Source: an optimization exercise on an open RTL-to-GDS flow (aim: small area, a short achievable clock period and few clock cycles). Production flows keep margins and buffers that such runs may drop. In this exercise RTL edits were held to simulation tests only and were not proved equivalent to the original.

==> flow/design.v <==
module pagerank16 #(parameter N=16, WIDTH=16)
(
input clk,
input reset,
input start,
input [5:0] iters,
input [N*N-1:0] adjacency,
input [N*WIDTH-1:0] weights,
output [10*WIDTH-1:0] top_vals,
output [10*4-1:0] top_ids,
output reg done
);
localparam [15:0] DN = 16'h0266;
localparam [16:0] DB = 17'h0D99A;
reg busy;
reg init;             
reg [5:0] left;       
reg zero;             
reg [3:0] cnt;        
reg par;              
reg [15:0] val [0:N-1];
reg [15:0] TA [0:N-1];
reg [15:0] TB [0:N-1];
reg m1v;
reg [2:0] m1c;        
reg [31:0] wa, wb;     
reg [15:0] va, vb;
reg m1b;
reg r1v;
reg [2:0] r1c;
reg [15:0] adja, adjb;
reg insv;             
reg fin;              
reg [15:0] qa, qb;
reg [3:0] qida, qidb;
reg [15:0] lv [0:9];  
reg [3:0] li [0:9];
reg [9:0] lvalid;
wire go = start & ~busy & ~fin;
wire last = (left == 6'd0);
wire [47:0] proda = {16'd0, wa} * {32'd0, va};
wire [47:0] prodb = {16'd0, wb} * {32'd0, vb};
wire [15:0] ta = proda[47:32];
wire [15:0] tb = prodb[47:32];
reg [15:0] sa, sb;
integer k;
always @* begin
	sa = DN;
	sb = DN;
	for (k=0; k<N; k=k+1) begin
		sa = sa + (adja[k] ? (par ? TB[k] : TA[k]) : 16'd0);
		sb = sb + (adjb[k] ? (par ? TB[k] : TA[k]) : 16'd0);
	end
end
wire [15:0] newa = zero ? 16'h1000 : sa;
wire [15:0] newb = zero ? 16'h1000 : sb;
wire [3:0] ida = {r1c, 1'b0};
wire [3:0] idb = {r1c, 1'b1};
reg [15:0] v1 [0:9];
reg [3:0] i1 [0:9];
reg [9:0] ok1;
reg [15:0] v2 [0:9];
reg [3:0] i2 [0:9];
reg [9:0] ok2;
reg [9:0] g1, g2;
integer i;
always @* begin
	for (i=0; i<10; i=i+1)
		g1[i] = ~lvalid[i] | (qa > lv[i]);
	for (i=0; i<10; i=i+1) begin
		if (i > 0 && g1[i-1]) begin
			v1[i] = lv[i-1]; i1[i] = li[i-1]; ok1[i] = lvalid[i-1];
		end else if (g1[i]) begin
			v1[i] = qa; i1[i] = qida; ok1[i] = 1'b1;
		end else begin
			v1[i] = lv[i]; i1[i] = li[i]; ok1[i] = lvalid[i];
		end
	end
	for (i=0; i<10; i=i+1)
		g2[i] = ~ok1[i] | (qb > v1[i]);
	for (i=0; i<10; i=i+1) begin
		if (i > 0 && g2[i-1]) begin
			v2[i] = v1[i-1]; i2[i] = i1[i-1]; ok2[i] = ok1[i-1];
		end else if (g2[i]) begin
			v2[i] = qb; i2[i] = qidb; ok2[i] = 1'b1;
		end else begin
			v2[i] = v1[i]; i2[i] = i1[i]; ok2[i] = ok1[i];
		end
	end
end
wire issue_row = busy & ~init & (cnt < 4'd8);
wire issue_init_mul = busy & init & (cnt < 4'd8);
wire phase_end = busy & (init ? (cnt == 4'd7) : (cnt == 4'd8));
always @(posedge clk or posedge reset) begin
	if (reset) begin
		busy <= 1'b0;
		init <= 1'b0;
		left <= 6'd0;
		zero <= 1'b0;
		cnt <= 4'd0;
		par <= 1'b0;
		done <= 1'b0;
		lvalid <= 10'd0;
		r1v <= 1'b0;
		m1v <= 1'b0;
		insv <= 1'b0;
		fin <= 1'b0;
	end else begin
		insv <= r1v & last;
		fin <= 1'b0;
		if (fin)
			done <= 1'b1;
		r1v <= issue_row;
		m1v <= issue_init_mul | (r1v & ~last);
		if (go) begin
			busy <= 1'b1;
			done <= 1'b0;
			zero <= (iters == 6'd0);
			init <= (iters != 6'd0);
			left <= (iters == 6'd0) ? 6'd0 : iters - 6'd1;
			cnt <= 4'd0;
			par <= 1'b0;
			lvalid <= 10'd0;
		end else if (busy) begin
			cnt <= cnt + 1'b1;
			if (insv)
				lvalid <= ok2;
			if (phase_end) begin
				cnt <= 4'd0;
				if (init) begin
					init <= 1'b0;
				end else if (last) begin
					busy <= 1'b0;
					fin <= 1'b1;
				end else begin
					left <= left - 1'b1;
					par <= ~par;
				end
			end
		end
	end
end
always @(posedge clk) begin
	if (go)
		for (i=0; i<N; i=i+1)
			val[i] <= 16'h1000;
	if (issue_row) begin
		adja <= adjacency[{cnt[2:0], 1'b0}*N +: N];
		adjb <= adjacency[{cnt[2:0], 1'b1}*N +: N];
		r1c <= cnt[2:0];
	end
	if (issue_init_mul) begin
		wa <= DB * weights[{cnt[2:0], 1'b0}*WIDTH +: WIDTH];
		wb <= DB * weights[{cnt[2:0], 1'b1}*WIDTH +: WIDTH];
		va <= val[{cnt[2:0], 1'b0}];
		vb <= val[{cnt[2:0], 1'b1}];
		m1c <= cnt[2:0];
		m1b <= 1'b0;
	end else if (r1v) begin
		wa <= DB * weights[ida*WIDTH +: WIDTH];
		wb <= DB * weights[idb*WIDTH +: WIDTH];
		va <= newa;
		vb <= newb;
		m1c <= r1c;
		m1b <= ~par;
	end
	if (m1v) begin
		if (m1b) begin
			TB[{m1c, 1'b0}] <= ta;
			TB[{m1c, 1'b1}] <= tb;
		end else begin
			TA[{m1c, 1'b0}] <= ta;
			TA[{m1c, 1'b1}] <= tb;
		end
	end
	if (r1v) begin
		val[ida] <= newa;
		val[idb] <= newb;
		qa <= newa;
		qb <= newb;
		qida <= ida;
		qidb <= idb;
	end
	if (insv)
		for (i=0; i<10; i=i+1) begin
			lv[i] <= v2[i];
			li[i] <= i2[i];
		end
end
genvar g;
generate
	for (g=0; g<10; g=g+1) begin : outs
		assign top_vals[g*WIDTH +: WIDTH] = lv[g];
		assign top_ids[g*4 +: 4] = li[g];
	end
endgenerate
endmodule
clock: 23.0 ns
lec_check: 0
cap_margin: 20
core_margin: 2
core_utilization: 30
place_density: 0.45
slew_margin: 20
run.sh (not shown) runs the stock make flow with config.mk's settings and CLKGATE_MAP_FILE= SYNTH_SCRIPT=/design/flow/synth_recipe.tcl, a recipe that flattens the netlist after the stock synthesis.
Testbench counts at the start, summed over its fixed seeds: cycles 9,120.
Change:
--- a/flow/design.v
+++ b/flow/design.v
@@ -21,27 +21,22 @@
 reg [15:0] val [0:N-1];
 reg [15:0] TA [0:N-1];
 reg [15:0] TB [0:N-1];
 reg m1v;
 reg [2:0] m1c;        
-reg [31:0] wa, wb;     
-reg [15:0] va, vb;
+reg [15:0] wa, va, wb, vb;
 reg m1b;
 reg r1v;
 reg [2:0] r1c;
 reg [15:0] adja, adjb;
-reg insv;             
-reg fin;              
-reg [15:0] qa, qb;
-reg [3:0] qida, qidb;
 reg [15:0] lv [0:9];  
 reg [3:0] li [0:9];
 reg [9:0] lvalid;
-wire go = start & ~busy & ~fin;
+wire go = start & ~busy;
 wire last = (left == 6'd0);
-wire [47:0] proda = {16'd0, wa} * {32'd0, va};
-wire [47:0] prodb = {16'd0, wb} * {32'd0, vb};
+wire [63:0] proda = {47'd0, DB} * {48'd0, wa} * {48'd0, va};
+wire [63:0] prodb = {47'd0, DB} * {48'd0, wb} * {48'd0, vb};
 wire [15:0] ta = proda[47:32];
 wire [15:0] tb = prodb[47:32];
 reg [15:0] sa, sb;
 integer k;
 always @* begin
@@ -64,27 +59,27 @@
 reg [9:0] ok2;
 reg [9:0] g1, g2;
 integer i;
 always @* begin
 	for (i=0; i<10; i=i+1)
-		g1[i] = ~lvalid[i] | (qa > lv[i]);
+		g1[i] = ~lvalid[i] | (newa > lv[i]);
 	for (i=0; i<10; i=i+1) begin
 		if (i > 0 && g1[i-1]) begin
 			v1[i] = lv[i-1]; i1[i] = li[i-1]; ok1[i] = lvalid[i-1];
 		end else if (g1[i]) begin
-			v1[i] = qa; i1[i] = qida; ok1[i] = 1'b1;
+			v1[i] = newa; i1[i] = ida; ok1[i] = 1'b1;
 		end else begin
 			v1[i] = lv[i]; i1[i] = li[i]; ok1[i] = lvalid[i];
 		end
 	end
 	for (i=0; i<10; i=i+1)
-		g2[i] = ~ok1[i] | (qb > v1[i]);
+		g2[i] = ~ok1[i] | (newb > v1[i]);
 	for (i=0; i<10; i=i+1) begin
 		if (i > 0 && g2[i-1]) begin
 			v2[i] = v1[i-1]; i2[i] = i1[i-1]; ok2[i] = ok1[i-1];
 		end else if (g2[i]) begin
-			v2[i] = qb; i2[i] = qidb; ok2[i] = 1'b1;
+			v2[i] = newb; i2[i] = idb; ok2[i] = 1'b1;
 		end else begin
 			v2[i] = v1[i]; i2[i] = i1[i]; ok2[i] = ok1[i];
 		end
 	end
 end
@@ -101,17 +96,11 @@
 		par <= 1'b0;
 		done <= 1'b0;
 		lvalid <= 10'd0;
 		r1v <= 1'b0;
 		m1v <= 1'b0;
-		insv <= 1'b0;
-		fin <= 1'b0;
 	end else begin
-		insv <= r1v & last;
-		fin <= 1'b0;
-		if (fin)
-			done <= 1'b1;
 		r1v <= issue_row;
 		m1v <= issue_init_mul | (r1v & ~last);
 		if (go) begin
 			busy <= 1'b1;
 			done <= 1'b0;
@@ -121,19 +110,19 @@
 			cnt <= 4'd0;
 			par <= 1'b0;
 			lvalid <= 10'd0;
 		end else if (busy) begin
 			cnt <= cnt + 1'b1;
-			if (insv)
+			if (r1v && last)
 				lvalid <= ok2;
 			if (phase_end) begin
 				cnt <= 4'd0;
 				if (init) begin
 					init <= 1'b0;
 				end else if (last) begin
 					busy <= 1'b0;
-					fin <= 1'b1;
+					done <= 1'b1;
 				end else begin
 					left <= left - 1'b1;
 					par <= ~par;
 				end
 			end
@@ -148,19 +137,19 @@
 		adja <= adjacency[{cnt[2:0], 1'b0}*N +: N];
 		adjb <= adjacency[{cnt[2:0], 1'b1}*N +: N];
 		r1c <= cnt[2:0];
 	end
 	if (issue_init_mul) begin
-		wa <= DB * weights[{cnt[2:0], 1'b0}*WIDTH +: WIDTH];
-		wb <= DB * weights[{cnt[2:0], 1'b1}*WIDTH +: WIDTH];
+		wa <= weights[{cnt[2:0], 1'b0}*WIDTH +: WIDTH];
+		wb <= weights[{cnt[2:0], 1'b1}*WIDTH +: WIDTH];
 		va <= val[{cnt[2:0], 1'b0}];
 		vb <= val[{cnt[2:0], 1'b1}];
 		m1c <= cnt[2:0];
 		m1b <= 1'b0;
 	end else if (r1v) begin
-		wa <= DB * weights[ida*WIDTH +: WIDTH];
-		wb <= DB * weights[idb*WIDTH +: WIDTH];
+		wa <= weights[ida*WIDTH +: WIDTH];
+		wb <= weights[idb*WIDTH +: WIDTH];
 		va <= newa;
 		vb <= newb;
 		m1c <= r1c;
 		m1b <= ~par;
 	end
@@ -174,20 +163,16 @@
 		end
 	end
 	if (r1v) begin
 		val[ida] <= newa;
 		val[idb] <= newb;
-		qa <= newa;
-		qb <= newb;
-		qida <= ida;
-		qidb <= idb;
+		if (last)
+			for (i=0; i<10; i=i+1) begin
+				lv[i] <= v2[i];
+				li[i] <= i2[i];
+			end
 	end
-	if (insv)
-		for (i=0; i<10; i=i+1) begin
-			lv[i] <= v2[i];
-			li[i] <= i2[i];
-		end
 end
 genvar g;
 generate
 	for (g=0; g<10; g=g+1) begin : outs
 		assign top_vals[g*WIDTH +: WIDTH] = lv[g];
What happened: The new run passed the timing, DRC and antenna checks. Wire length fell by 9.9%. Die area fell by 11%. Design area fell by 10%. Final cell count fell by 8.5%. Flip-flop and latch count fell by 67. Utilization rose by 0.39 points. Sequential share of layout area rose by 1.2 points. Setup slack is worse by 3.2 ns. Synthesized cell count fell by 7.4%. Synthesized area fell by 11%. Via count fell by 5.9%.
Testbench counts after the change, summed over its fixed seeds: cycles 9,072.

==> port drivers added, routing unchanged <==
How much do the figures lean on ideal ports? The routed layouts below were timed once more, with nothing changed but the port constraints.
Step 1 (the two cells are an assumption about what drives the block):
set clk [get_ports {clk}]
set_driving_cell -lib_cell sky130_fd_sc_hd__clkbuf_16 $clk
set_driving_cell -lib_cell sky130_fd_sc_hd__buf_2 [delete_from_list [all_inputs] $clk]
Step 2 adds t to the input delays and takes it off the output delays; t is the mean of the earliest and latest rising clock arrival at the registers after step 1. Input paths then give back, and output paths get back, about the clock's delay inside the block.
Three values: ideal, step 1, step 2; two values: the first two.
| run | t, ns | setup slack, ns | worst setup path at the end | worst slew at a driven data input, ns | pins driven straight from the clock port |
|---|---|---|---|---|---|
| the first run | 0.975 | 11.859 / 11.773 / 10.798 | input to register | 0.41 | 1 |
| the second run | 0.919 | 8.646 / 8.646 / 8.646 | register to register | 0.39 | 1 |
After both steps setup and hold are still met in every run listed. For the first run, which loses most, drivers alone change the setup slack by -0.086 ns; drivers and shift together by -1.061 ns.
